Background: an optimization exercise with open tools, aiming at small area, a short achievable clock period and few clock cycles per item. Do not read the settings as production practice.
No functional check of the RTL was part of any run shown here.
No activity file was given, so power comes from the tool's default toggle rates.

## design/flow/config.mk

```make
export PLATFORM = sky130hd
export DESIGN_NAME = simple_cpu_top
export DESIGN_NICKNAME = simple_cpu_top
export VERILOG_FILES = /design/flow/design.v
export SDC_FILE = /design/flow/constraint.sdc
export NUM_CORES = 4
export LEC_CHECK = 0
export CAP_MARGIN = 20
export CORE_MARGIN = 2
export CORE_UTILIZATION = 40
export GPL_TIMING_DRIVEN = 0
export SLEW_MARGIN = 20
export SYNTH_HIERARCHICAL = 1
export SYNTH_MINIMUM_KEEP_SIZE = 0
```

## design/flow/constraint.sdc

```tcl
create_clock -name core_clock -period 5.0 [get_ports {clk}]
set_input_delay 1.0000 -clock core_clock [delete_from_list [all_inputs] [get_ports {clk}]]
set_output_delay 1.0000 -clock core_clock [all_outputs]
set_load 0.01 [all_outputs]
```

## design/flow/design.v

```verilog
module simple_datapath #(
    parameter BIT_WIDTH = 16
)(
    input wire clk,
    input wire en,
    input wire [BIT_WIDTH-1:0] a,
    input wire [BIT_WIDTH-1:0] b,
    output wire [BIT_WIDTH-1:0] p
);
    wire w1 = ~(a[0] & b[0]);
    wire w2 = ~(a[1] & b[0]);
    wire w3 = ~(a[2] & b[0]);
    wire w4 = ~(a[3] & b[0]);
    wire w5 = ~(a[4] & b[0]);
    wire w6 = ~(a[5] & b[0]);
    wire w7 = ~(a[6] & b[0]);
    wire w8 = ~(a[7] & b[0]);
    wire w9 = ~(a[8] & b[0]);
    wire w10 = ~(a[9] & b[0]);
    wire w11 = ~(a[10] & b[0]);
    wire w12 = ~(a[11] & b[0]);
    wire w13 = ~(a[12] & b[0]);
    wire w14 = ~(a[13] & b[0]);
    wire w15 = ~(a[14] & b[0]);
    wire w16 = ~(a[15] & b[0]);
    wire w17 = ~(a[0] & b[1]);
    wire w18 = ~(a[1] & b[1]);
    wire w19 = ~(a[2] & b[1]);
    wire w20 = ~(a[3] & b[1]);
    wire w21 = ~(a[4] & b[1]);
    wire w22 = ~(a[5] & b[1]);
    wire w23 = ~(a[6] & b[1]);
    wire w24 = ~(a[7] & b[1]);
    wire w25 = ~(a[8] & b[1]);
    wire w26 = ~(a[9] & b[1]);
    wire w27 = ~(a[10] & b[1]);
    wire w28 = ~(a[11] & b[1]);
    wire w29 = ~(a[12] & b[1]);
    wire w30 = ~(a[13] & b[1]);
    wire w31 = ~(a[14] & b[1]);
    wire w32 = ~(a[0] & b[2]);
    wire w33 = ~(a[1] & b[2]);
    wire w34 = ~(a[2] & b[2]);
    wire w35 = ~(a[3] & b[2]);
    wire w36 = ~(a[4] & b[2]);
    wire w37 = ~(a[5] & b[2]);
    wire w38 = ~(a[6] & b[2]);
    wire w39 = ~(a[7] & b[2]);
    wire w40 = ~(a[8] & b[2]);
    wire w41 = ~(a[9] & b[2]);
    wire w42 = ~(a[10] & b[2]);
    wire w43 = ~(a[11] & b[2]);
    wire w44 = ~(a[12] & b[2]);
    wire w45 = ~(a[13] & b[2]);
    wire w46 = ~(a[0] & b[3]);
    wire w47 = ~(a[1] & b[3]);
    wire w48 = ~(a[2] & b[3]);
    wire w49 = ~(a[3] & b[3]);
    wire w50 = ~(a[4] & b[3]);
    wire w51 = ~(a[5] & b[3]);
    wire w52 = ~(a[6] & b[3]);
    wire w53 = ~(a[7] & b[3]);
    wire w54 = ~(a[8] & b[3]);
    wire w55 = ~(a[9] & b[3]);
    wire w56 = ~(a[10] & b[3]);
    wire w57 = ~(a[11] & b[3]);
    wire w58 = ~(a[12] & b[3]);
    wire w59 = ~(a[0] & b[4]);
    wire w60 = ~(a[1] & b[4]);
    wire w61 = ~(a[2] & b[4]);
    wire w62 = ~(a[3] & b[4]);
    wire w63 = ~(a[4] & b[4]);
    wire w64 = ~(a[5] & b[4]);
    wire w65 = ~(a[6] & b[4]);
    wire w66 = ~(a[7] & b[4]);
    wire w67 = ~(a[8] & b[4]);
    wire w68 = ~(a[9] & b[4]);
    wire w69 = ~(a[10] & b[4]);
    wire w70 = ~(a[11] & b[4]);
    wire w71 = ~(a[0] & b[5]);
    wire w72 = ~(a[1] & b[5]);
    wire w73 = ~(a[2] & b[5]);
    wire w74 = ~(a[3] & b[5]);
    wire w75 = ~(a[4] & b[5]);
    wire w76 = ~(a[5] & b[5]);
    wire w77 = ~(a[6] & b[5]);
    wire w78 = ~(a[7] & b[5]);
    wire w79 = ~(a[8] & b[5]);
    wire w80 = ~(a[9] & b[5]);
    wire w81 = ~(a[10] & b[5]);
    wire w82 = ~(a[0] & b[6]);
    wire w83 = ~(a[1] & b[6]);
    wire w84 = ~(a[2] & b[6]);
    wire w85 = ~(a[3] & b[6]);
    wire w86 = ~(a[4] & b[6]);
    wire w87 = ~(a[5] & b[6]);
    wire w88 = ~(a[6] & b[6]);
    wire w89 = ~(a[7] & b[6]);
    wire w90 = ~(a[8] & b[6]);
    wire w91 = ~(a[9] & b[6]);
    wire w92 = ~(a[0] & b[7]);
    wire w93 = ~(a[1] & b[7]);
    wire w94 = ~(a[2] & b[7]);
    wire w95 = ~(a[3] & b[7]);
    wire w96 = ~(a[4] & b[7]);
    wire w97 = ~(a[5] & b[7]);
    wire w98 = ~(a[6] & b[7]);
    wire w99 = ~(a[7] & b[7]);
    wire w100 = ~(a[8] & b[7]);
    wire w101 = ~(a[0] & b[8]);
    wire w102 = ~(a[1] & b[8]);
    wire w103 = ~(a[2] & b[8]);
    wire w104 = ~(a[3] & b[8]);
    wire w105 = ~(a[4] & b[8]);
    wire w106 = ~(a[5] & b[8]);
    wire w107 = ~(a[6] & b[8]);
    wire w108 = ~(a[7] & b[8]);
    wire w109 = ~(a[0] & b[9]);
    wire w110 = ~(a[1] & b[9]);
    wire w111 = ~(a[2] & b[9]);
    wire w112 = ~(a[3] & b[9]);
    wire w113 = ~(a[4] & b[9]);
    wire w114 = ~(a[5] & b[9]);
    wire w115 = ~(a[6] & b[9]);
    wire w116 = ~(a[0] & b[10]);
    wire w117 = ~(a[1] & b[10]);
    wire w118 = ~(a[2] & b[10]);
    wire w119 = ~(a[3] & b[10]);
    wire w120 = ~(a[4] & b[10]);
    wire w121 = ~(a[5] & b[10]);
    wire w122 = ~(a[0] & b[11]);
    wire w123 = ~(a[1] & b[11]);
    wire w124 = ~(a[2] & b[11]);
    wire w125 = ~(a[3] & b[11]);
    wire w126 = ~(a[4] & b[11]);
    wire w127 = ~(a[0] & b[12]);
    wire w128 = ~(a[1] & b[12]);
    wire w129 = ~(a[2] & b[12]);
    wire w130 = ~(a[3] & b[12]);
    wire w131 = ~(a[0] & b[13]);
    wire w132 = ~(a[1] & b[13]);
    wire w133 = ~(a[2] & b[13]);
    wire w134 = ~(a[0] & b[14]);
    wire w135 = ~(a[1] & b[14]);
    wire w136 = ~(a[0] & b[15]);
    wire w137, w138;
    mul_xn u1 (.x(w18), .y(w3), .s(w137));
    mul_or u2 (.x(w18), .y(w3), .c(w138));
    wire w139, w140;
    mul_fa u3 (.x(w19), .y(w33), .z(w4), .s(w139), .c(w140));
    wire w141, w142;
    mul_xn u4 (.x(w46), .y(w138), .s(w141));
    mul_or u5 (.x(w46), .y(w138), .c(w142));
    wire w143, w144;
    mul_fa u6 (.x(w20), .y(w34), .z(w47), .s(w143), .c(w144));
    wire w145, w146;
    mul_fa u7 (.x(w5), .y(w59), .z(w140), .s(w145), .c(w146));
    wire w147, w148;
    mul_xn u8 (.x(w143), .y(w142), .s(w147));
    mul_or u9 (.x(w143), .y(w142), .c(w148));
    wire w149, w150;
    mul_fa u10 (.x(w21), .y(w35), .z(w48), .s(w149), .c(w150));
    wire w151, w152;
    mul_fa u11 (.x(w6), .y(w60), .z(w71), .s(w151), .c(w152));
    wire w153, w154;
    mul_fa u12 (.x(w144), .y(w149), .z(w151), .s(w153), .c(w154));
    wire w155, w156;
    mul_xn u13 (.x(w148), .y(w146), .s(w155));
    mul_or u14 (.x(w148), .y(w146), .c(w156));
    wire w157, w158;
    mul_fa u15 (.x(w22), .y(w36), .z(w49), .s(w157), .c(w158));
    wire w159, w160;
    mul_fa u16 (.x(w61), .y(w7), .z(w72), .s(w159), .c(w160));
    wire w161, w162;
    mul_fa u17 (.x(w82), .y(w150), .z(w152), .s(w161), .c(w162));
    wire w163, w164;
    mul_fa u18 (.x(w157), .y(w159), .z(w154), .s(w163), .c(w164));
    wire w165, w166;
    mul_xn u19 (.x(w161), .y(w156), .s(w165));
    mul_or u20 (.x(w161), .y(w156), .c(w166));
    wire w167, w168;
    mul_fa u21 (.x(w23), .y(w37), .z(w50), .s(w167), .c(w168));
    wire w169, w170;
    mul_fa u22 (.x(w62), .y(w73), .z(w8), .s(w169), .c(w170));
    wire w171, w172;
    mul_fa u23 (.x(w83), .y(w92), .z(w158), .s(w171), .c(w172));
    wire w173, w174;
    mul_fa u24 (.x(w160), .y(w167), .z(w169), .s(w173), .c(w174));
    wire w175, w176;
    mul_fa u25 (.x(w162), .y(w171), .z(w173), .s(w175), .c(w176));
    wire w177, w178;
    mul_xn u26 (.x(w164), .y(w166), .s(w177));
    mul_or u27 (.x(w164), .y(w166), .c(w178));
    wire w179, w180;
    mul_fa u28 (.x(w101), .y(w24), .z(w38), .s(w179), .c(w180));
    wire w181, w182;
    mul_fa u29 (.x(w51), .y(w63), .z(w74), .s(w181), .c(w182));
    wire w183, w184;
    mul_fa u30 (.x(w84), .y(w9), .z(w93), .s(w183), .c(w184));
    wire w185, w186;
    mul_fa u31 (.x(w168), .y(w170), .z(w179), .s(w185), .c(w186));
    wire w187, w188;
    mul_fa u32 (.x(w181), .y(w183), .z(w172), .s(w187), .c(w188));
    wire w189, w190;
    mul_fa u33 (.x(w174), .y(w185), .z(w187), .s(w189), .c(w190));
    wire w191, w192;
    mul_xn u34 (.x(w176), .y(w178), .s(w191));
    mul_or u35 (.x(w176), .y(w178), .c(w192));
    wire w193, w194;
    mul_fa u36 (.x(w10), .y(w102), .z(w109), .s(w193), .c(w194));
    wire w195, w196;
    mul_fa u37 (.x(w25), .y(w39), .z(w52), .s(w195), .c(w196));
    wire w197, w198;
    mul_fa u38 (.x(w64), .y(w75), .z(w85), .s(w197), .c(w198));
    wire w199, w200;
    mul_fa u39 (.x(w94), .y(w180), .z(w182), .s(w199), .c(w200));
    wire w201, w202;
    mul_fa u40 (.x(w184), .y(w193), .z(w195), .s(w201), .c(w202));
    wire w203, w204;
    mul_fa u41 (.x(w197), .y(w186), .z(w199), .s(w203), .c(w204));
    wire w205, w206;
    mul_fa u42 (.x(w201), .y(w188), .z(w203), .s(w205), .c(w206));
    wire w207, w208;
    mul_xn u43 (.x(w190), .y(w192), .s(w207));
    mul_or u44 (.x(w190), .y(w192), .c(w208));
    wire w209, w210;
    mul_fa u45 (.x(w103), .y(w11), .z(w110), .s(w209), .c(w210));
    wire w211, w212;
    mul_fa u46 (.x(w116), .y(w26), .z(w40), .s(w211), .c(w212));
    wire w213, w214;
    mul_fa u47 (.x(w53), .y(w65), .z(w76), .s(w213), .c(w214));
    wire w215, w216;
    mul_fa u48 (.x(w86), .y(w95), .z(w194), .s(w215), .c(w216));
    wire w217, w218;
    mul_fa u49 (.x(w196), .y(w198), .z(w209), .s(w217), .c(w218));
    wire w219, w220;
    mul_fa u50 (.x(w211), .y(w213), .z(w200), .s(w219), .c(w220));
    wire w221, w222;
    mul_fa u51 (.x(w202), .y(w215), .z(w217), .s(w221), .c(w222));
    wire w223, w224;
    mul_fa u52 (.x(w204), .y(w219), .z(w221), .s(w223), .c(w224));
    wire w225, w226;
    mul_fa u53 (.x(w104), .y(w111), .z(w117), .s(w225), .c(w226));
    wire w227, w228;
    mul_fa u54 (.x(w12), .y(w122), .z(w27), .s(w227), .c(w228));
    wire w229, w230;
    mul_fa u55 (.x(w41), .y(w54), .z(w66), .s(w229), .c(w230));
    wire w231, w232;
    mul_fa u56 (.x(w77), .y(w87), .z(w96), .s(w231), .c(w232));
    wire w233, w234;
    mul_fa u57 (.x(w210), .y(w212), .z(w214), .s(w233), .c(w234));
    wire w235, w236;
    mul_fa u58 (.x(w225), .y(w227), .z(w229), .s(w235), .c(w236));
    wire w237, w238;
    mul_fa u59 (.x(w231), .y(w216), .z(w218), .s(w237), .c(w238));
    wire w239, w240;
    mul_fa u60 (.x(w233), .y(w235), .z(w220), .s(w239), .c(w240));
    wire w241, w242;
    mul_xn u61 (.x(w222), .y(w237), .s(w241));
    mul_or u62 (.x(w222), .y(w237), .c(w242));
    wire w243, w244;
    mul_fa u63 (.x(w105), .y(w112), .z(w118), .s(w243), .c(w244));
    wire w245, w246;
    mul_fa u64 (.x(w123), .y(w127), .z(w13), .s(w245), .c(w246));
    wire w247, w248;
    mul_fa u65 (.x(w28), .y(w42), .z(w55), .s(w247), .c(w248));
    wire w249, w250;
    mul_fa u66 (.x(w67), .y(w78), .z(w88), .s(w249), .c(w250));
    wire w251, w252;
    mul_fa u67 (.x(w97), .y(w226), .z(w228), .s(w251), .c(w252));
    wire w253, w254;
    mul_fa u68 (.x(w230), .y(w232), .z(w243), .s(w253), .c(w254));
    wire w255, w256;
    mul_fa u69 (.x(w245), .y(w247), .z(w249), .s(w255), .c(w256));
    wire w257, w258;
    mul_fa u70 (.x(w234), .y(w236), .z(w251), .s(w257), .c(w258));
    wire w259, w260;
    mul_fa u71 (.x(w253), .y(w255), .z(w238), .s(w259), .c(w260));
    wire w261, w262;
    mul_xn u72 (.x(w257), .y(w242), .s(w261));
    mul_or u73 (.x(w257), .y(w242), .c(w262));
    wire w263, w264;
    mul_fa u74 (.x(w106), .y(w113), .z(w119), .s(w263), .c(w264));
    wire w265, w266;
    mul_fa u75 (.x(w124), .y(w128), .z(w131), .s(w265), .c(w266));
    wire w267, w268;
    mul_fa u76 (.x(w14), .y(w29), .z(w43), .s(w267), .c(w268));
    wire w269, w270;
    mul_fa u77 (.x(w56), .y(w68), .z(w79), .s(w269), .c(w270));
    wire w271, w272;
    mul_fa u78 (.x(w89), .y(w98), .z(w244), .s(w271), .c(w272));
    wire w273, w274;
    mul_fa u79 (.x(w246), .y(w248), .z(w250), .s(w273), .c(w274));
    wire w275, w276;
    mul_fa u80 (.x(w263), .y(w265), .z(w267), .s(w275), .c(w276));
    wire w277, w278;
    mul_fa u81 (.x(w269), .y(w252), .z(w254), .s(w277), .c(w278));
    wire w279, w280;
    mul_fa u82 (.x(w256), .y(w271), .z(w273), .s(w279), .c(w280));
    wire w281, w282;
    mul_fa u83 (.x(w275), .y(w258), .z(w277), .s(w281), .c(w282));
    wire w283, w284;
    mul_xn u84 (.x(w279), .y(w260), .s(w283));
    mul_or u85 (.x(w279), .y(w260), .c(w284));
    wire w285, w286;
    mul_fa u86 (.x(w107), .y(w114), .z(w120), .s(w285), .c(w286));
    wire w287, w288;
    mul_fa u87 (.x(w125), .y(w129), .z(w132), .s(w287), .c(w288));
    wire w289, w290;
    mul_fa u88 (.x(w134), .y(w15), .z(w30), .s(w289), .c(w290));
    wire w291, w292;
    mul_fa u89 (.x(w44), .y(w57), .z(w69), .s(w291), .c(w292));
    wire w293, w294;
    mul_fa u90 (.x(w80), .y(w90), .z(w99), .s(w293), .c(w294));
    wire w295, w296;
    mul_fa u91 (.x(w264), .y(w266), .z(w268), .s(w295), .c(w296));
    wire w297, w298;
    mul_fa u92 (.x(w270), .y(w285), .z(w287), .s(w297), .c(w298));
    wire w299, w300;
    mul_fa u93 (.x(w289), .y(w291), .z(w293), .s(w299), .c(w300));
    wire w301, w302;
    mul_fa u94 (.x(w272), .y(w274), .z(w276), .s(w301), .c(w302));
    wire w303, w304;
    mul_fa u95 (.x(w295), .y(w297), .z(w299), .s(w303), .c(w304));
    wire w305, w306;
    mul_fa u96 (.x(w278), .y(w280), .z(w301), .s(w305), .c(w306));
    wire w307, w308;
    mul_xn u97 (.x(w303), .y(w282), .s(w307));
    mul_or u98 (.x(w303), .y(w282), .c(w308));
    wire w309;
    mul_x2 u99 (.x(w100), .y(w108), .s(w309));
    wire w310;
    mul_x2 u100 (.x(w115), .y(w121), .s(w310));
    wire w311;
    mul_x2 u101 (.x(w126), .y(w130), .s(w311));
    wire w312;
    mul_x2 u102 (.x(w133), .y(w135), .s(w312));
    wire w313;
    mul_x2 u103 (.x(w136), .y(w16), .s(w313));
    wire w314;
    mul_x2 u104 (.x(w31), .y(w45), .s(w314));
    wire w315;
    mul_x2 u105 (.x(w58), .y(w70), .s(w315));
    wire w316;
    mul_x2 u106 (.x(w81), .y(w91), .s(w316));
    wire w317;
    mul_x2 u107 (.x(w309), .y(w310), .s(w317));
    wire w318;
    mul_x2 u108 (.x(w311), .y(w312), .s(w318));
    wire w319;
    mul_x2 u109 (.x(w313), .y(w314), .s(w319));
    wire w320;
    mul_x2 u110 (.x(w315), .y(w316), .s(w320));
    wire w321;
    mul_x2 u111 (.x(w317), .y(w318), .s(w321));
    wire w322;
    mul_x2 u112 (.x(w319), .y(w320), .s(w322));
    wire w323;
    mul_x2 u113 (.x(w286), .y(w288), .s(w323));
    wire w324;
    mul_x2 u114 (.x(w290), .y(w292), .s(w324));
    wire w325;
    mul_x2 u115 (.x(w294), .y(w321), .s(w325));
    wire w326;
    mul_x2 u116 (.x(w322), .y(w323), .s(w326));
    wire w327;
    mul_x2 u117 (.x(w324), .y(w325), .s(w327));
    wire w328;
    mul_x2 u118 (.x(w326), .y(w327), .s(w328));
    wire w329;
    mul_x2 u119 (.x(w296), .y(w328), .s(w329));
    wire w330;
    mul_x2 u120 (.x(w298), .y(w300), .s(w330));
    wire w331;
    mul_x2 u121 (.x(w329), .y(w330), .s(w331));
    wire w332;
    mul_x2 u122 (.x(w331), .y(w302), .s(w332));
    wire w333;
    mul_x2 u123 (.x(w304), .y(w332), .s(w333));
    wire w334;
    mul_x2 u124 (.x(w333), .y(w306), .s(w334));
    wire w335 = w17 | w2;
    wire w336, w337;
    mul_fa u125 (.x(w32), .y(w137), .z(w335), .s(w336), .c(w337));
    wire w338, w339;
    mul_ha u126 (.x(w141), .y(w139), .s(w338), .c(w339));
    wire w340;
    mul_ao u127 (.g(w339), .p(w338), .ci(w337), .co(w340));
    wire w341, w342;
    mul_ha u128 (.x(w147), .y(w145), .s(w341), .c(w342));
    wire w343;
    mul_ao u129 (.g(w342), .p(w341), .ci(w340), .co(w343));
    wire w344, w345;
    mul_ha u130 (.x(w153), .y(w155), .s(w344), .c(w345));
    wire w346;
    mul_ao u131 (.g(w345), .p(w344), .ci(w343), .co(w346));
    wire w347, w348;
    mul_ha u132 (.x(w165), .y(w163), .s(w347), .c(w348));
    wire w349;
    mul_ao u133 (.g(w348), .p(w347), .ci(w346), .co(w349));
    wire w350, w351;
    mul_ha u134 (.x(w175), .y(w177), .s(w350), .c(w351));
    wire w352;
    mul_ao u135 (.g(w351), .p(w350), .ci(w349), .co(w352));
    reg [29:0] q;
    always @(posedge clk)
        if (en) q <= {w308, w334, w284, w307, w305, w283, w262, w281, w259, w261, w240, w224, w239, w241, w208, w223, w206, w207, w205, w189, w191, w352, ~(w350 ^ w349), ~(w347 ^ w346), ~(w344 ^ w343), ~(w341 ^ w340), ~(w338 ^ w337), ~w336, w17 ^ w2, ~w1};
    assign p[0] = q[0];
    assign p[1] = q[1];
    assign p[2] = q[2];
    assign p[3] = q[3];
    assign p[4] = q[4];
    assign p[5] = q[5];
    assign p[6] = q[6];
    assign p[7] = q[7];
    wire w353, w354;
    mul_xn u136 (.x(q[13]), .y(q[14]), .s(w353));
    mul_or u137 (.x(q[13]), .y(q[14]), .c(w354));
    wire w355, w356;
    mul_fa u138 (.x(q[16]), .y(q[17]), .z(q[18]), .s(w355), .c(w356));
    wire w357, w358;
    mul_fa u139 (.x(q[19]), .y(q[20]), .z(q[21]), .s(w357), .c(w358));
    wire w359, w360;
    mul_fa u140 (.x(q[22]), .y(q[23]), .z(q[24]), .s(w359), .c(w360));
    wire w361, w362;
    mul_fa u141 (.x(q[25]), .y(q[26]), .z(q[27]), .s(w361), .c(w362));
    wire w363;
    mul_x2 u142 (.x(q[28]), .y(q[29]), .s(w363));
    wire w364;
    mul_x2 u143 (.x(w363), .y(w362), .s(w364));
    wire w365, w366;
    mul_ha u144 (.x(q[10]), .y(q[9]), .s(w365), .c(w366));
    wire w367;
    mul_ao u145 (.g(w366), .p(w365), .ci(q[8]), .co(w367));
    wire w368, w369;
    mul_ha u146 (.x(q[11]), .y(q[12]), .s(w368), .c(w369));
    wire w370;
    mul_ao u147 (.g(w369), .p(w368), .ci(w367), .co(w370));
    wire w371, w372;
    mul_ha u148 (.x(q[15]), .y(w353), .s(w371), .c(w372));
    wire w373;
    mul_ao u149 (.g(w372), .p(w371), .ci(w370), .co(w373));
    wire w374, w375;
    mul_ha u150 (.x(w354), .y(w355), .s(w374), .c(w375));
    wire w376;
    mul_ao u151 (.g(w375), .p(w374), .ci(w373), .co(w376));
    wire w377, w378;
    mul_ha u152 (.x(w356), .y(w357), .s(w377), .c(w378));
    wire w379;
    mul_ao u153 (.g(w378), .p(w377), .ci(w375), .co(w379));
    wire w380 = w377 & w374;
    wire w381;
    mul_ao u154 (.g(w379), .p(w380), .ci(w373), .co(w381));
    wire w382, w383;
    mul_ha u155 (.x(w358), .y(w359), .s(w382), .c(w383));
    wire w384, w385;
    mul_ha u156 (.x(w360), .y(w361), .s(w384), .c(w385));
    wire w386;
    mul_ao u157 (.g(w385), .p(w384), .ci(w383), .co(w386));
    wire w387 = w384 & w382;
    wire w388;
    mul_ao u158 (.g(w383), .p(w382), .ci(w381), .co(w388));
    wire w389;
    mul_ao u159 (.g(w386), .p(w387), .ci(w381), .co(w389));
    assign p[8] = ~(w365 ^ q[8]);
    assign p[9] = ~(w368 ^ w367);
    assign p[10] = ~(w371 ^ w370);
    assign p[11] = ~(w374 ^ w373);
    assign p[12] = ~(w377 ^ w376);
    assign p[13] = ~(w382 ^ w381);
    assign p[14] = ~(w384 ^ w388);
    assign p[15] = (w364 ^ w389);
endmodule
module mul_fa (
    input wire x, y, z,
    output wire s, c
);
    assign s = x ^ y ^ z;
    assign c = (x & y) | (x & z) | (y & z);
endmodule
module mul_ha (
    input wire x, y,
    output wire s, c
);
    assign s = x ^ y;
    assign c = x & y;
endmodule
module mul_xn (
    input wire x, y,
    output wire s
);
    assign s = ~(x ^ y);
endmodule
module mul_or (
    input wire x, y,
    output wire c
);
    assign c = x | y;
endmodule
module mul_x2 (
    input wire x, y,
    output wire s
);
    assign s = x ^ y;
endmodule
module mul_ao (
    input wire g, p, ci,
    output wire co
);
    assign co = g | (p & ci);
endmodule
module simple_control (
    input wire clk,
    input wire rst_n,
    input wire start,
    output reg done
);
    always @(posedge clk or negedge rst_n) begin
        if (!rst_n)
            done <= 1'b0;
        else if (start)
            done <= 1'b1;
    end
endmodule
module simple_cpu_top #(
    parameter BIT_WIDTH = 16,
    parameter PROGRAM_FILE = "program.mem"
)(
    input wire clk,
    input wire rst_n,
    input wire start,
    input wire [BIT_WIDTH-1:0] operand_a,
    input wire [BIT_WIDTH-1:0] operand_b,
    output wire [BIT_WIDTH-1:0] result,
    output wire done
);
    simple_datapath #(.BIT_WIDTH(BIT_WIDTH)) datapath (
        .clk(clk), .en(start), .a(operand_a), .b(operand_b), .p(result)
    );
    simple_control control (
        .clk(clk), .rst_n(rst_n), .start(start), .done(done)
    );
endmodule
```

## design/flow/flow/run.sh

```bash
#!/bin/bash
# The standard layout with: port buffers made from buf_2 cells (ORFS's
# default picks a delay buffer, clkdlybuf4s50_1), then reduced to buf_1 for
# the output ports (flow/outbuf.tcl); and the buffers that synthesis (ABC)
# inserted removed at floorplan, leaving buffering to the resizer, which sees
# the placement.
set -euo pipefail
bash standard.sh "BUFFER_PORTS_ARGS=-buffer_cell sky130_fd_sc_hd__buf_2" "POST_GLOBAL_PLACE_TCL=$(pwd)/flow/outbuf.tcl" REMOVE_ABC_BUFFERS=1 finish > standard_run.log 2>&1
```

## design/flow/flow/outbuf.tcl

```tcl
# After global placement: the output-port buffers drive only the port's fixed
# load, so use the smallest buffer for them (the resizer upsizes any that
# need it).
foreach inst [get_cells output*] {
  replace_cell $inst sky130_fd_sc_hd__buf_1
}
```

## design/flow/standard.sh

```bash
#!/bin/bash
# synth_recipe.tcl (not shown) runs the flow's synth.tcl, then flattens the netlist and writes it again
# the make line also repeats each setting of config.mk as NAME=value (left out here)
make -C /OpenROAD-flow-scripts/flow DESIGN_CONFIG=/design/flow/config.mk WORK_HOME=/design/flow/orfs CLKGATE_MAP_FILE= SYNTH_SCRIPT=/design/flow/synth_recipe.tcl "${@:-finish}"
```

==> results of run 1 <==
## cells in the final DEF, fill, tap and decap left out, types with 3 or more instances in the layout
cell,netlist,routed
nand2_1,133,133
xnor2_1,25,25
clkbuf_8,0,6
and2_1,3,3
fa_1,79,79
ha_1,13,13
a21o_1,14,14
buf_1,0,17
or2_1,14,14
buf_2,10,34
edfxtp_1,30,30
xor2_1,29,29
## sequential cells by signal, summed over array words and instances (netlist names)
| register | cells |
|---|---|
| control.done | 1 |
| datapath.q | 30 |
## Yosys stat by module (local to each module, per instance), excerpt
module,cell area [sq um],times used,flops+latches,cells inside
simple_control,31.3,1,1,2
mul_or,6.26,13,0,1
mul_xn,8.76,13,0,1
mul_ao,7.51,14,0,1
mul_ha,12.5,12,0,1
mul_x2,8.76,28,0,1
mul_fa,20.0,79,0,1
## cells by family after synthesis
family,count (synthesis),synth area share
flip-flops,31,0.228
XOR/XNOR,54,0.116
adder cells (fa/ha/maj),92,0.429
buffers and inverters,28,0.0474
AND/OR/NAND/NOR,152,0.153
AO/OA/AOI/OAI,14,0.0259
## worst max-delay path, cell delays in order
cell	delay, ns
buf_2	0.29
nand2_1	0.13
fa_1	0.47
fa_1	0.44
or2_1	0.27
or2_1	0.25
or2_1	0.25
or2_1	0.25
or2_1	0.24
## how the worst max path moves through the flow
stage | cells past startpoint | to | from
2_1_floorplan | 6 | datapath.q[29]$_DFFE_PP_ | operand_b[11]
3_3_place_gp | 9 | datapath.q[15]$_DFFE_PP_ | operand_a[1]
3_5_place_dp | 7 | datapath.q[29]$_DFFE_PP_ | operand_a[0]
4_1_cts | 9 | datapath.q[15]$_DFFE_PP_ | operand_a[1]
5_1_grt | 9 | datapath.q[15]$_DFFE_PP_ | operand_a[1]
6_report | 9 | datapath.q[15]$_DFFE_PP_ | operand_a[1]
## final cells by class
class	count	share of cell area
clock inverters	2	0.00797
well taps	133	0.0379
flip-flops and latches	31	0.211
repair buffers	51	0.0532
inverters	2	0.00171
multi-input cells	312	0.670
clock buffers	6	0.0188
## cell usage after synthesis
| cell type | number | share of area |
|---|---|---|
| and2_1 | 3 | 0.0046 |
| edfxtp_1 | 30 | 0.22 |
| and2_2 | 2 | 0.0037 |
| inv_1 | 2 | 0.0018 |
| dfrtp_1 | 1 | 0.0062 |
| or2_1 | 14 | 0.022 |
| xnor2_1 | 25 | 0.054 |
| buf_4 | 12 | 0.022 |
| xor2_1 | 29 | 0.063 |
| ha_1 | 13 | 0.040 |
| a21o_1 | 14 | 0.026 |
| fa_1 | 79 | 0.39 |
| nand2_1 | 133 | 0.12 |
| buf_6 | 4 | 0.011 |
| buf_2 | 10 | 0.012 |
## power groups by stage
stage / sequential [mW] / combinational [mW] / clock, mW
floorplan: 0.477 / 0.944 / 0
CTS: 0.466 / 1.30 / 0.267
global placement: 0.469 / 1.31 / 0
finish: 0.464 / 1.27 / 0.258
detailed placement: 0.472 / 1.29 / 0
global route: 0.475 / 1.46 / 0.279
## routing by layer
metal	track usage	vias up	wire, um	part of all wire
met5	0	-	0	0
met4	0.0571	0	184	0.022
met3	0.0225	18	537	0.064
met2	0.269	112	3850	0.46
met1	0.232	1351	3820	0.45
li1	-	1208	-	-
==> impl_results.md, run 1 <==
* Routed WL at 8390 um
* Diodes inserted at 0
* Slew Limit Fails at 0
* CTS Hold Buffers Added at 0
* CTS max path bufs at 2
* Switching share of power at 0.403
* Setup WS pre-CTS at 1.13 ns
* # nets final at 530
* Vias at 2689
* Initial Util at 0.414
* Die Height at 105 um
* Horiz. Die Dim at 105 um
* Root Buffer: clkbuf_8
* CTS tree: yes
* CTS clk-pin slew, worst paths at 0.06 ns
* Max-cap violations at 0
* Initial antenna violation count at 0
* Crit Path Max Fanout at 15
* Non-Filler Instances at 537
* Hold Crit Class: register to register
* Antenna viol nets, final at 0
* Pin count of the biggest net entering global routing at 32
* Flop pwr share at 0.233
* DR iter-0 viols at 161
* Fillers at 970
* RR Endpoint: control.done$_DFFE_PN0P_
* Drt via density at 5.01
* Internal at 1.19 mW
* CTS buffer count at 5
* Cell Pwr Density at 454 nW/um^2
* CTS resizes at 0
* Die area at 11000 sq um
* Slew headroom at 0.538
* CP Capture Type: register
* YS warnings at 8
* Hold endpoint: control.done$_DFFE_PN0P_
* Synthesized area at 4060 sq um
* Pwr Total at 1.99 mW
* Maximum VDD drop at 0.333 mV
* Cells after DPL at 529
* Sequential area share after synthesis at 0.228
* Least-Margin Pin Slew at 0.694 ns
* Hold slack at 0.468 ns
* DP Area at 4280 sq um
* IO Port Bufs at 51
* Worst r2r path cells at 1
* Fin util at 0.448
* Post-route DRC at 0
* Hold path startpoint: control.done$_DFFE_PN0P_
* Vias in the first global route at 2968
* Final Cycle Share at 0.716
* CP startpoint kind: input port
* WP data arrival at 3.61 ns
* Overflow after GRT at 0
* Hold path depth at 1
* Final Hold Viols at 0
* Share of layout cells above drive strength 1 at 0.109
* Design area at 4390 sq um
* Footprint of the multi-input gates at 2940 sq um
* Period minus WS final at 3.58 ns
* R2R Setup Slk at 4.30 ns
* Worst Path Required at 5.03 ns
* Drt wl/cell at 15.6 um
* Setup bufs post-CTS at 0
* TritonRoute pass-1 iters at 6
* Worst Setup Path Type: input port to register
* Skew-Pair Late Insertion Delay at 0.28 ns
* Area taken by flip-flops and latches at 926 sq um
* Area Overhead vs Synth at 8.19%
* CTS sink count at 31
* # setup viols final at 0
* Core area at 9820 sq um
* Combinational share of power at 0.638
* Post-DP HPWL at 6500 um
* Synth Register Bits at 31
* Fin Clk Skew at 0 ns
* RSZ-0062 raised after global routing: false
* Rows at 36
* First-pass GRT wire length at 14400 um
* Reg-to-reg startpoint: control.done$_DFFE_PN0P_
* P_leak at 1.63 nW
* Top Ports at 52
* Syn Inst Count at 371
* Setup_tns at 0 ns
* Peak Freq at 280 MHz
* Syn Area/Cell at 10.9 sq um
* Total GRT Usage at 0.167
* Max H-tree Level at 2
* Post-synthesis cell type count at 15
* Switching Power at 0.802 mW
* Setup ws final at 1.42 ns
* Clk pwr share at 0.130
* Status: timing/DRC/antenna clean
==> inputs of run 2 (changes only) <==
==> design/flow/flow/run.sh (replaced) <==
#!/bin/bash
# The standard layout with: port buffers made from buf_2 cells (ORFS's
# default picks a delay buffer, clkdlybuf4s50_1), then changed to buf_1 for
# the output ports and buf_4 for input ports with many loads
# (flow/outbuf.tcl); and the buffers that synthesis (ABC) inserted removed at
# floorplan, leaving buffering to the resizer, which sees the placement.
set -euo pipefail
bash standard.sh "BUFFER_PORTS_ARGS=-buffer_cell sky130_fd_sc_hd__buf_2" "POST_GLOBAL_PLACE_TCL=$(pwd)/flow/outbuf.tcl" REMOVE_ABC_BUFFERS=1 finish > standard_run.log 2>&1
==> design/flow/flow/outbuf.tcl (replaced) <==
# After global placement: the output-port buffers drive only the port's fixed
# load, so use the smallest buffer for them (the resizer upsizes any that
# need it); input-port buffers that drive many gates get a stronger buffer.
foreach inst [get_cells output*] {
  replace_cell $inst sky130_fd_sc_hd__buf_1
}
foreach inst [get_cells input*] {
  set pin [get_pins -of_objects $inst -filter "direction == output"]
  set net [get_nets -of_objects $pin]
  set nload [llength [get_pins -of_objects $net -filter "direction == input"]]
  if {$nload > 8} {
    replace_cell $inst sky130_fd_sc_hd__buf_4
  }
}
==> impl_results.md, run 2 <==
* CP Capture Type: register
* # setup viols final at 0 (unchanged)
* CTS max path bufs at 2 (unchanged)
* Die area at 11000 sq um (unchanged)
* Slew headroom at 0.732 (+0.195)
* Overflow after GRT at 0 (unchanged)
* Worst Setup Path Type: input port to register
* Setup bufs post-CTS at 0 (unchanged)
* Least-Margin Pin Slew at 0.402 ns (-0.292 ns)
* Post-DP HPWL at 6530 um (+0.38%)
* RSZ-0062 raised after global routing: false
* Fin Clk Skew at 0 ns (unchanged)
* Peak Freq at 291 MHz (+4.2%)
* Initial Util at 0.414 (unchanged)
* CTS sink count at 31 (unchanged)
* Setup_tns at 0 ns (unchanged)
* Hold path depth at 1 (unchanged)
* Top reg by flops: datapath.q
* Area contributors post-synth: fa_1 (39%), edfxtp_1 (22%), nand2_1 (12%)
* Hold endpoint: control.done$_DFFE_PN0P_
* Status: timing/DRC/antenna clean
* Maximum VDD drop at 0.333 mV (+0.11%)
* Initial antenna violation count at 0 (unchanged)
* # nets final at 530 (unchanged)
* Pwr Total at 2.01 mW (+0.74%)
* Routed WL at 8440 um (+0.66%)
* Max reg flops at 30 (unchanged)
* Hold path startpoint: control.done$_DFFE_PN0P_
* Top Ports at 52 (unchanged)
* EDFF count, synth at 30 (unchanged)
* CTS buffer count at 5 (unchanged)
* R2R Setup Slk at 4.29 ns (about the same)
* DR iter-0 viols at 139 (-14%)
* IO Port Bufs at 51 (unchanged)
* CTS tree: yes
* Synth cell count leaders: nand2_1 (133), fa_1 (79), edfxtp_1 (30), xor2_1 (29), xnor2_1 (25)
* Most area-hungry cell type in the Yosys netlist: fa_1
* Commonest non-fill, non-tap cell in the layout: nand2_1
* Crit Path Max Fanout at 14 (-1)
* Fin util at 0.452 (+0.00433)
* Skew-Pair Late Insertion Delay at 0.28 ns (about the same)
* Reg-to-reg startpoint: control.done$_DFFE_PN0P_
* Diodes inserted at 0 (unchanged)
* Period minus WS final at 3.43 ns (-0.144 ns)
* Most frequent cell after synthesis: nand2_1
* Die Height at 105 um (unchanged)
* Vias in the first global route at 2955 (-0.44%)
* Share of layout cells above drive strength 1 at 0.109 (unchanged)
* Drt wl/cell at 15.7 um (+0.66%)
* First-pass GRT wire length at 14500 um (+0.96%)
* Horiz. Die Dim at 105 um (unchanged)
* RR Endpoint: control.done$_DFFE_PN0P_
* CP startpoint kind: input port
* CTS resizes at 0 (unchanged)
* Syn Inst Count at 371 (unchanged)
* Rows at 36 (unchanged)
* Largest regs: datapath.q x30, control.done x1
* TritonRoute pass-1 iters at 4 (-2)
* Post-synthesis cell type count at 15 (unchanged)
* Final Hold Viols at 0 (unchanged)
* Slew Limit Fails at 0 (unchanged)
* WP data arrival at 3.47 ns (-0.14 ns)
* Sequential area share after synthesis at 0.228 (unchanged)
* CTS Hold Buffers Added at 0 (unchanged)
* Final Cycle Share at 0.687 (-0.0288)
* Max H-tree Level at 2 (unchanged)
* CTS clk-pin slew, worst paths at 0.06 ns (about the same)
* Drt via density at 4.93 (-1.5%)
* Share of the synthesized area in the top cell type at 0.389 (unchanged)
* Syn Area/Cell at 10.9 sq um (unchanged)
* Ys flop type: edfxtp_1
* P_leak at 1.65 nW (+0.90%)
* Most frequent cells in the layout: nand2_1 (133), fa_1 (79), edfxtp_1 (30)
* Max-cap violations at 0 (unchanged)
* Pin count of the biggest net entering global routing at 32 (unchanged)
* Antenna viol nets, final at 0 (unchanged)
* Synthesized area at 4060 sq um (unchanged)
* Cell Pwr Density at 453 nW/um^2 (-0.23%)
* Synth Register Bits at 31 (unchanged)
* Vias at 2648 (-1.5%)
* YS warnings at 8 (unchanged)
* Async SR Flop Fraction at 0.0323 (unchanged)
* Hold Crit Class: register to register
* Core area at 9820 sq um (unchanged)
* Total GRT Usage at 0.168 (+0.00143)
* Root Buffer: clkbuf_8
* Area Overhead vs Synth at 9.24%
* Worst Path Required at 5.04 ns (about the same)
* Post-route DRC at 0 (unchanged)
* Worst r2r path cells at 1 (unchanged)
-- run 2: cell counts after synthesis --
Identical to the previous run, type by type.
-- run 2: per-module statistics from Yosys (local to each module, per instance), excerpt --
| module | cells | flip-flops and latches | cell area (sq um) |
|---|---|---|---|
| mul_ao | 1 | 0 | 7.51 |
| simple_control | 2 | 1 | 31.3 |
| mul_xn | 1 | 0 | 8.76 |
| mul_ha | 1 | 0 | 12.5 |
| mul_or | 1 | 0 | 6.26 |
| mul_fa | 1 | 0 | 20.0 |
| mul_x2 | 1 | 0 | 8.76 |
-- run 2: how the worst max path moves through the flow --
stage                                          end          start  cells past startpoint
after floorplan           datapath.q[29]$_DFFE_PP_  operand_b[11]                      6
after global placement    datapath.q[15]$_DFFE_PP_   operand_a[1]                      9
after detailed placement  datapath.q[15]$_DFFE_PP_   operand_a[1]                      9
after CTS                 datapath.q[15]$_DFFE_PP_   operand_a[1]                      9
after global routing      datapath.q[15]$_DFFE_PP_   operand_a[1]                      9
final                     datapath.q[15]$_DFFE_PP_   operand_b[2]                      9
-- run 2: layer usage --
metal / part of all wire / global-route usage
met1: 0.45 / 0.232
met2: 0.47 / 0.277
met3: 0.060 / 0.0237
met4: 0.013 / 0.0495
met5: 0 / 0
-- run 2: cells by family after synthesis --
| group | Yosys count | share of synthesized area |
|---|---|---|
| AO/OA/AOI/OAI | 14 | 0.0259 |
| buffers and inverters | 28 | 0.0474 |
| XOR/XNOR | 54 | 0.116 |
| adder cells (fa/ha/maj) | 92 | 0.429 |
| flip-flops | 31 | 0.228 |
| AND/OR/NAND/NOR | 152 | 0.153 |
-- run 2: critical path, cell delays in order --
cell	delay, ns
buf_4	0.20
nand2_1	0.11
fa_1	0.46
fa_1	0.44
or2_1	0.27
or2_1	0.25
or2_1	0.25
or2_1	0.25
or2_1	0.23
-- run 2: final cells by class --
| cell class | instances | area, sq um |
|---|---|---|
| inverter | 2 | 7.51 |
| clock buffer | 6 | 82.6 |
| fill | 978 | 5380 |
| timing repair buffer | 51 | 277 |
| tap | 133 | 166 |
| sequential | 31 | 926 |
| multi-input combinational | 312 | 2940 |
| clock inverter | 2 | 35.0 |
-- run 2: power breakdown --
group | internal [mW] | switching [mW]
clock network | 0.161 | 0.104
registers | 0.428 | 0.0358
logic | 0.607 | 0.672
total | 1.20 | 0.812
-- run 2: per-stage QoR --
| stage | instance area (sq um) | setup slack (ns) | instances | hold slack, ns |
|---|---|---|---|---|
| 3_3_place_gp | 4300 | 1.14 | 529 | 0.442 |
| 2_1_floorplan | 3880 | 1.61 | 345 | 0.504 |
| 4_1_cts | 4440 | 1.54 | 537 | 0.469 |
| 6_report | 4440 | 1.57 | 537 | 0.471 |
| 5_1_grt | 4440 | 1.46 | 537 | 0.463 |
| 3_5_place_dp | 4320 | 1.24 | 529 | 0.454 |

[static timing again, ports no longer ideal]
How much do the figures lean on ideal ports? The routed layouts below were timed once more, with nothing changed but the port constraints.
Step 1: set_driving_cell puts a clkbuf_16 on clk and a buf_2 on each other input, an assumption about the parent block.
Step 2 moves the port delays by t, midway between the first and last clock arrival at a register: inputs arrive t later, outputs are due t later. That takes back most of the time a late clock gives input paths.
a / b / c = no drivers / after step 1 / after step 2; a / b = the first two.
run	t (ns)	slack for setup (ns)	hold WS [ns]	latest minus earliest clock arrival (ns)
run 1	0.312	1.422 / 1.432 / 1.120	0.468 / 0.468 / 0.468	0.008 / 0.008
run 2	0.316	1.566 / 1.572 / 1.256	0.471 / 0.470 / 0.471	0.011 / 0.011
After both steps setup and hold are still met in every run listed. For run 2, which loses most, drivers alone change the setup slack by +0.006 ns; drivers and shift together by -0.310 ns.
